From an optimization exercise on the open Yosys and OpenROAD flow, aimed at small area, a short achievable clock period and few clock cycles; shortcuts taken in it are not production practice.

==> flow/design.v <==
`timescale 1ns / 1ns
module HLSM34 (Clk, Rst, Start, Done, a, b, c, d, zero, z);
	input Clk, Rst, Start;
	output reg Done;
	input [63:0] a;
	input [63:0] b;
	input [63:0] c;
	input [63:0] d;
	input [63:0] zero;
	output [63:0] z;
	localparam M  = 8;               
	localparam QW = 64 + 2*M;        
	localparam CW = 3;  
	localparam SW = 4;     
	reg          busy;               
	reg          ph;                 
	reg          first;              
	reg          okr;                
	reg [CW-1:0] cnt;                
	reg [SW-1:0] shr;                
	reg [67:0]   ws, wc;             
	reg [63:0]   B;                  
	reg [QW-1:0] Q;                  
	assign z = Q[63:0];
	reg [63:0] Bn;
	reg [5:0]  s;
	integer l;
	always @(*) begin
		Bn = B;
		for (l = 5; l >= 0; l = l - 1) begin
			s[l] = ~|(Bn >> (64 - (1 << l)));
			if (s[l]) Bn = Bn << (1 << l);
		end
	end
	wire [6:0]    nmin = ({1'b0, s} + 7'd3) >> 1;                 
	wire [CW-1:0] cf   = (nmin + M - 1) / M;               
	wire [7:0]    shf  = 2 * M * cf - 2 - s;
	wire [CW-1:0] cur  = first ? cf - 1'b1 : cnt;
	wire [SW-1:0] shc  = first ? shf[SW-1:0] : shr;
	wire          last = (cur == 0);
	reg lt2;
	integer k;
	always @(*) begin
		lt2 = 1'b0;
		for (k = 1; k <= 64; k = k + 1)
			lt2 = (B[k-1] & wc[k]) | (B[k-1] & lt2) | (wc[k] & lt2);
	end
	wire okc = lt2;
	reg [63:0] tzm;
	integer kz;
	always @(*) begin
		tzm[0] = ~B[0];
		for (kz = 1; kz < 64; kz = kz + 1) tzm[kz] = tzm[kz-1] & ~B[kz];
	end
	wire tzok = ~|(~(ws[64:1] ^ wc[64:1]) & tzm);
	wire ok  = first ? okc : okr;
	wire [69:0] D1 = {3'b000, Bn, 3'b000};    
	wire [69:0] D2 = {2'b00, Bn, 4'b0000};    
	wire [2:0]  dh = Bn[62:60];
	wire [67:0] rs [0:M];
	wire [67:0] rc [0:M];
	wire [2*M-1:0] P, N;
	assign rs[0] = ws;
	assign rc[0] = wc;
	genvar i;
	generate
		for (i = 0; i < M; i = i + 1) begin : stage
			wire [69:0] ys = {rs[i], 2'b00};
			wire [69:0] yc = {rc[i], 2'b00};
			wire signed [6:0] est = ys[69:63] + yc[69:63];
			reg signed [6:0] m2, m1, m0, mn1;
			always @(*) begin
				case (dh)
					3'd0: begin m2 = 12; m1 = 4; m0 = -5; mn1 = -13; end
					3'd1: begin m2 = 14; m1 = 4; m0 = -5; mn1 = -15; end
					3'd2: begin m2 = 15; m1 = 4; m0 = -5; mn1 = -16; end
					3'd3: begin m2 = 16; m1 = 4; m0 = -5; mn1 = -17; end
					3'd4: begin m2 = 18; m1 = 6; m0 = -7; mn1 = -19; end
					3'd5: begin m2 = 19; m1 = 6; m0 = -7; mn1 = -20; end
					3'd6: begin m2 = 20; m1 = 6; m0 = -7; mn1 = -21; end
					default: begin m2 = 22; m1 = 6; m0 = -7; mn1 = -23; end
				endcase
			end
			wire g2  = est >= m2;
			wire g1  = est >= m1;
			wire g0  = est >= m0;
			wire gn1 = est >= mn1;
			wire pos = g1;                   
			wire neg = ~g0;                  
			wire two = g2 | ~gn1;            
			wire one = (g1 & ~g2) | (gn1 & ~g0);
			wire [69:0] mq = ({70{one}} & D1) | ({70{two}} & D2);
			wire [69:0] t  = mq ^ {70{pos}};
			wire [67:0] sm, cr;
			csa68 u_csa (.x(ys[67:0]), .y(yc[67:0]), .t(t[67:0]), .s(sm), .c(cr));
			assign rs[i+1] = sm;
			assign rc[i+1] = {cr[66:0], pos};
			assign P[2*(M-1-i) +: 2] = {pos & two, pos & one};
			assign N[2*(M-1-i) +: 2] = {neg & two, neg & one};
		end
	endgenerate
	wire [67:0] fs = rs[M];
	wire [67:0] fc = rc[M];
	wire [67:0] fg = fs & fc;
	wire [67:0] fp = fs | fc;
	wire [67:0] fx = fs ^ fc;
	reg  [66:0] G, Pp, Gn, Pn;
	integer lv, jj;
	always @(*) begin
		G = fg[66:0]; Pp = fp[66:0];
		for (lv = 0; lv < 7; lv = lv + 1) begin
			Gn = G; Pn = Pp;
			for (jj = 0; jj < 67; jj = jj + 1)
				if (jj >= (1 << lv)) begin
					Gn[jj] = G[jj] | (Pp[jj] & G[jj - (1 << lv)]);
					Pn[jj] = Pp[jj] & Pp[jj - (1 << lv)];
				end
			G = Gn; Pp = Pn;
		end
	end
	wire        wneg  = fx[67] ^ G[66];
	wire        wzero = ~|(fx ^ {fp[66:0], 1'b0});
	wire          corr = last & wneg;
	wire [M-1:0] dnz, dng;                   
	genvar di;
	generate
		for (di = 0; di < M; di = di + 1) begin : dig
			assign dnz[di] = |P[2*(M-1-di) +: 2] | |N[2*(M-1-di) +: 2];
			assign dng[di] = |N[2*(M-1-di) +: 2];
		end
	endgenerate
	reg [M:0]     bw;                        
	reg [M-1:0]   hv, hs;                    
	reg [2*M-1:0] V;
	integer kk;
	always @(*) begin
		hv[M-1] = 1'b0; hs[M-1] = 1'b0;
		hv[M-2] = 1'b0; hs[M-2] = 1'b0;
		for (kk = M - 3; kk >= 0; kk = kk - 1) begin
			hv[kk] = hv[kk+1] | dnz[kk+1];
			hs[kk] = dnz[kk+1] ? dng[kk+1] : hs[kk+1];
		end
		bw[M]   = corr;
		bw[M-1] = corr;
		bw[M-2] = dnz[M-1] ? dng[M-1] : corr;
		for (kk = M - 3; kk >= 0; kk = kk - 1)
			bw[kk] = hv[kk] ? hs[kk] : bw[M-2];
		for (kk = 0; kk < M; kk = kk + 1)
			V[2*(M-1-kk) +: 2] = P[2*(M-1-kk) +: 2] - N[2*(M-1-kk) +: 2] - bw[kk];
	end
	wire vneg = dnz[0] ? dng[0] : bw[0];
	localparam HW = QW - 2*M;
	wire [HW-1:0] Qb = Q[HW-1:0] & {HW{~first}};
	reg  [HW:0]   az;                        
	integer jz;
	always @(*) begin
		az[0] = 1'b1;
		for (jz = 0; jz < HW; jz = jz + 1)
			az[jz+1] = az[jz] & ~Qb[jz];
	end
	wire [HW-1:0] Qh = Qb ^ ({HW{vneg}} & az[HW-1:0]);
	wire [QW-1:0] Qn = {Qh, V};
	wire [SW-1:0] sa = last ? shc : {SW{1'b0}};
	wire [QW-1:0] Qr = Qn >> sa;
	wire [QW-1:0] Qs = {Qn[QW-1:64], Qr[63:0]};
	wire [2*M-1:0] lowmask = ~({2*M{1'b1}} << shc);
	wire          lowz = ~|(V & lowmask);
	wire          eq  = wzero & lowz & ok & ~Qh[HW-1];    
	wire skip = first & ~ph & ~(okc & tzok);          
	wire tocd = ~ph & (skip | (last & ~eq));
	wire early = (|zero[63:60]) & ~(|b[63:60]);
	wire [7:0] ldg;
	genvar gi;
	generate
		for (gi = 0; gi < 8; gi = gi + 1) begin : ldsel
			ld_sel u_ld (.zhi(zero[63:60]), .bhi(b[63:60]), .busy(busy), .tocd(tocd), .ldcd(ldg[gi]));
		end
	endgenerate
	wire [67:0] ldw;                         
	wire [63:0] ldb;
	generate
		for (gi = 0; gi < 68; gi = gi + 1) begin : ldw_b
			assign ldw[gi] = ldg[gi / 17];
		end
		for (gi = 0; gi < 64; gi = gi + 1) begin : ldb_b
			assign ldb[gi] = ldg[4 + gi / 16];
		end
	endgenerate
	wire [67:0] ws_n = busy ? rs[M] : {3'b000, a, 1'b1};
	wire [67:0] wc_n = busy ? rc[M] : {3'b111, ~zero, 1'b1};
	wire [63:0] B_n  = busy ? Bn : b;
	always @(posedge Clk) begin
		Q <= Qs;
		ws <= (ldw & {3'b000, c, 1'b0}) | (~ldw & ws_n);
		wc <= ~ldw & wc_n;
		B  <= (ldb & d) | (~ldb & B_n);
		first <= !busy || tocd;
		cnt   <= cur - 1'b1;
		shr   <= shc;
		okr   <= ok;
	end
	always @(posedge Clk) begin
		if (Rst) begin
			busy <= 0; ph <= 0; Done <= 0;
		end else begin
			Done <= 0;
			if (!busy) begin
				if (Start) begin busy <= 1; ph <= early; end
			end else if (tocd) begin
				ph <= 1;
			end else if (last) begin
				busy <= 0; Done <= 1;
			end
		end
	end
endmodule
module csa68 (x, y, t, s, c);
	input  [67:0] x, y, t;
	output [67:0] s, c;
	assign s = x ^ y ^ t;
	assign c = (x & y) | (x & t) | (y & t);
endmodule
module ld_sel (zhi, bhi, busy, tocd, ldcd);
	input  [3:0] zhi, bhi;
	input        busy, tocd;
	output       ldcd;
	assign ldcd = busy ? tocd : ((|zhi) & ~(|bhi));
endmodule
Settings: LEC_CHECK=0, CAP_MARGIN=20, CORE_MARGIN=2, CORE_UTILIZATION=55, SETUP_SLACK_MARGIN=5, SLEW_MARGIN=20, SYNTH_HIERARCHICAL=1, SYNTH_MINIMUM_KEEP_SIZE=0; clock period 300.0 ns.
standard.sh (not shown) runs the stock make flow with config.mk's settings and CLKGATE_MAP_FILE= SYNTH_SCRIPT=/design/flow/synth_recipe.tcl, a recipe that flattens the netlist after the stock synthesis.
==> flow/flow/run.sh <==
#!/bin/bash
# Layout flow: the standard flow, except that
#  - synthesis maps the logic with an area-oriented ABC script
#    (flow/abc_area.script) instead of ORFS's delay-oriented one;
#    everything else in synthesis (registers included) is unchanged;
#  - the port buffers are buf_1 cells.
# Each step's full output goes to its own log file in this folder.
set -euo pipefail
rm -rf scripts
mkdir scripts
cp -r "$FLOW_HOME/scripts/." scripts/
cp flow/abc_area.script scripts/abc_speed.script
bash standard.sh SCRIPTS_DIR="$PWD/scripts" synth > synth.log 2>&1
bash standard.sh "BUFFER_PORTS_ARGS=-buffer_cell sky130_fd_sc_hd__buf_1" finish > layout.log 2>&1
==> flow/flow/abc_area.script <==
&get -n
&st
&dch
&nf -a
&put
buffer -c
topo
stime -c
upsize -c
dnsize -c
&get -n
&st
&dch
&nf -a
&put
buffer -c
topo
stime -c
upsize -c
dnsize -c
Edit:
--- a/flow/design.v
+++ b/flow/design.v
@@ -43,19 +43,19 @@
 	always @(*) begin
 		lt2 = 1'b0;
 		for (k = 1; k <= 64; k = k + 1)
 			lt2 = (B[k-1] & wc[k]) | (B[k-1] & lt2) | (wc[k] & lt2);
 	end
 	wire okc = lt2;
-	reg [63:0] tzm;
+	reg [7:0] tzm;                           
 	integer kz;
 	always @(*) begin
 		tzm[0] = ~B[0];
-		for (kz = 1; kz < 64; kz = kz + 1) tzm[kz] = tzm[kz-1] & ~B[kz];
-	end
-	wire tzok = ~|(~(ws[64:1] ^ wc[64:1]) & tzm);
+		for (kz = 1; kz < 8; kz = kz + 1) tzm[kz] = tzm[kz-1] & ~B[kz];
+	end
+	wire tzok = ~|((ws[8:1] ^ ~wc[8:1]) & tzm);
 	wire ok  = first ? okc : okr;
 	wire [69:0] D1 = {3'b000, Bn, 3'b000};    
 	wire [69:0] D2 = {2'b00, Bn, 4'b0000};    
 	wire [2:0]  dh = Bn[62:60];
 	wire [67:0] rs [0:M];
 	wire [67:0] rc [0:M];
@@ -163,30 +163,32 @@
 	wire [SW-1:0] sa = last ? shc : {SW{1'b0}};
 	wire [QW-1:0] Qr = Qn >> sa;
 	wire [QW-1:0] Qs = {Qn[QW-1:64], Qr[63:0]};
 	wire [2*M-1:0] lowmask = ~({2*M{1'b1}} << shc);
 	wire          lowz = ~|(V & lowmask);
 	wire          eq  = wzero & lowz & ok & ~Qh[HW-1];    
-	wire skip = first & ~ph & ~(okc & tzok);          
+	wire skip = first & ~ph & ~(okc & tzok);  
 	wire tocd = ~ph & (skip | (last & ~eq));
-	wire early = (|zero[63:60]) & ~(|b[63:60]);
-	wire [7:0] ldg;
+	wire zhi   = |zero[63:60];
+	wire bhi   = |b[63:60];
+	wire early = zhi & ~bhi;
+	wire [11:0] ldg;
 	genvar gi;
 	generate
-		for (gi = 0; gi < 8; gi = gi + 1) begin : ldsel
-			ld_sel u_ld (.zhi(zero[63:60]), .bhi(b[63:60]), .busy(busy), .tocd(tocd), .ldcd(ldg[gi]));
+		for (gi = 0; gi < 12; gi = gi + 1) begin : ldsel
+			ld_sel u_ld (.zhi(zhi), .bhi(bhi), .busy(busy), .tocd(tocd), .ldcd(ldg[gi]));
 		end
 	endgenerate
 	wire [67:0] ldw;                         
 	wire [63:0] ldb;
 	generate
 		for (gi = 0; gi < 68; gi = gi + 1) begin : ldw_b
-			assign ldw[gi] = ldg[gi / 17];
+			assign ldw[gi] = ldg[gi / 12];
 		end
 		for (gi = 0; gi < 64; gi = gi + 1) begin : ldb_b
-			assign ldb[gi] = ldg[4 + gi / 16];
+			assign ldb[gi] = ldg[6 + gi / 11];
 		end
 	endgenerate
 	wire [67:0] ws_n = busy ? rs[M] : {3'b000, a, 1'b1};
 	wire [67:0] wc_n = busy ? rc[M] : {3'b111, ~zero, 1'b1};
 	wire [63:0] B_n  = busy ? Bn : b;
 	always @(posedge Clk) begin
@@ -218,11 +220,10 @@
 	input  [67:0] x, y, t;
 	output [67:0] s, c;
 	assign s = x ^ y ^ t;
 	assign c = (x & y) | (x & t) | (y & t);
 endmodule
 module ld_sel (zhi, bhi, busy, tocd, ldcd);
-	input  [3:0] zhi, bhi;
-	input        busy, tocd;
-	output       ldcd;
-	assign ldcd = busy ? tocd : ((|zhi) & ~(|bhi));
+	input  zhi, bhi, busy, tocd;
+	output ldcd;
+	assign ldcd = busy ? tocd : (zhi & ~bhi);
 endmodule
Result: The changed run completed with no timing, DRC or antenna violations. Die area shrinks slightly. Global-route usage grows by 1.0 points. Critical path depth grows by 2. Non-clock buffer count grows by 2. Sequential cell count is unchanged. Sequential share of layout area grows by 0.22 points. Clock-buffer cell count does not change. Via count shrinks by a few percent. Synthesized area shrinks slightly. Synthesized cell count shrinks by a few percent.
Function was not checked in any run of this note: the RTL went through the layout flow alone.

-- separate check: timing with driven ports --
The flow's constraints put no driver on any port. The routed layouts listed below were extracted and timed again, unchanged, in two steps. Step 1 assumes that a clkbuf_16 drives the clock port and a buf_2 every other input. Step 2 also shifts input and output timing later by t, the mid clock arrival at the registers, as if the neighbouring blocks saw the same clock. a / b / c = ideal ports / drivers / drivers and shift; a / b = the first two.
run	t, ns	setup WS [ns]	hold slack, ns	worst register clock-pin slew, ns	pins driven straight from the clock port
the first run	0.642	238.558 / 238.598 / 237.956	0.439 / 0.439 / 0.439	0.07 / 0.07	1
the second run	0.645	238.175 / 238.229 / 237.584	0.437 / 0.437 / 0.437	0.06 / 0.06	1
After both steps setup and hold are still met in every run listed. For the first run, which loses most, drivers alone change the setup slack by +0.040 ns; drivers and shift together by -0.602 ns.
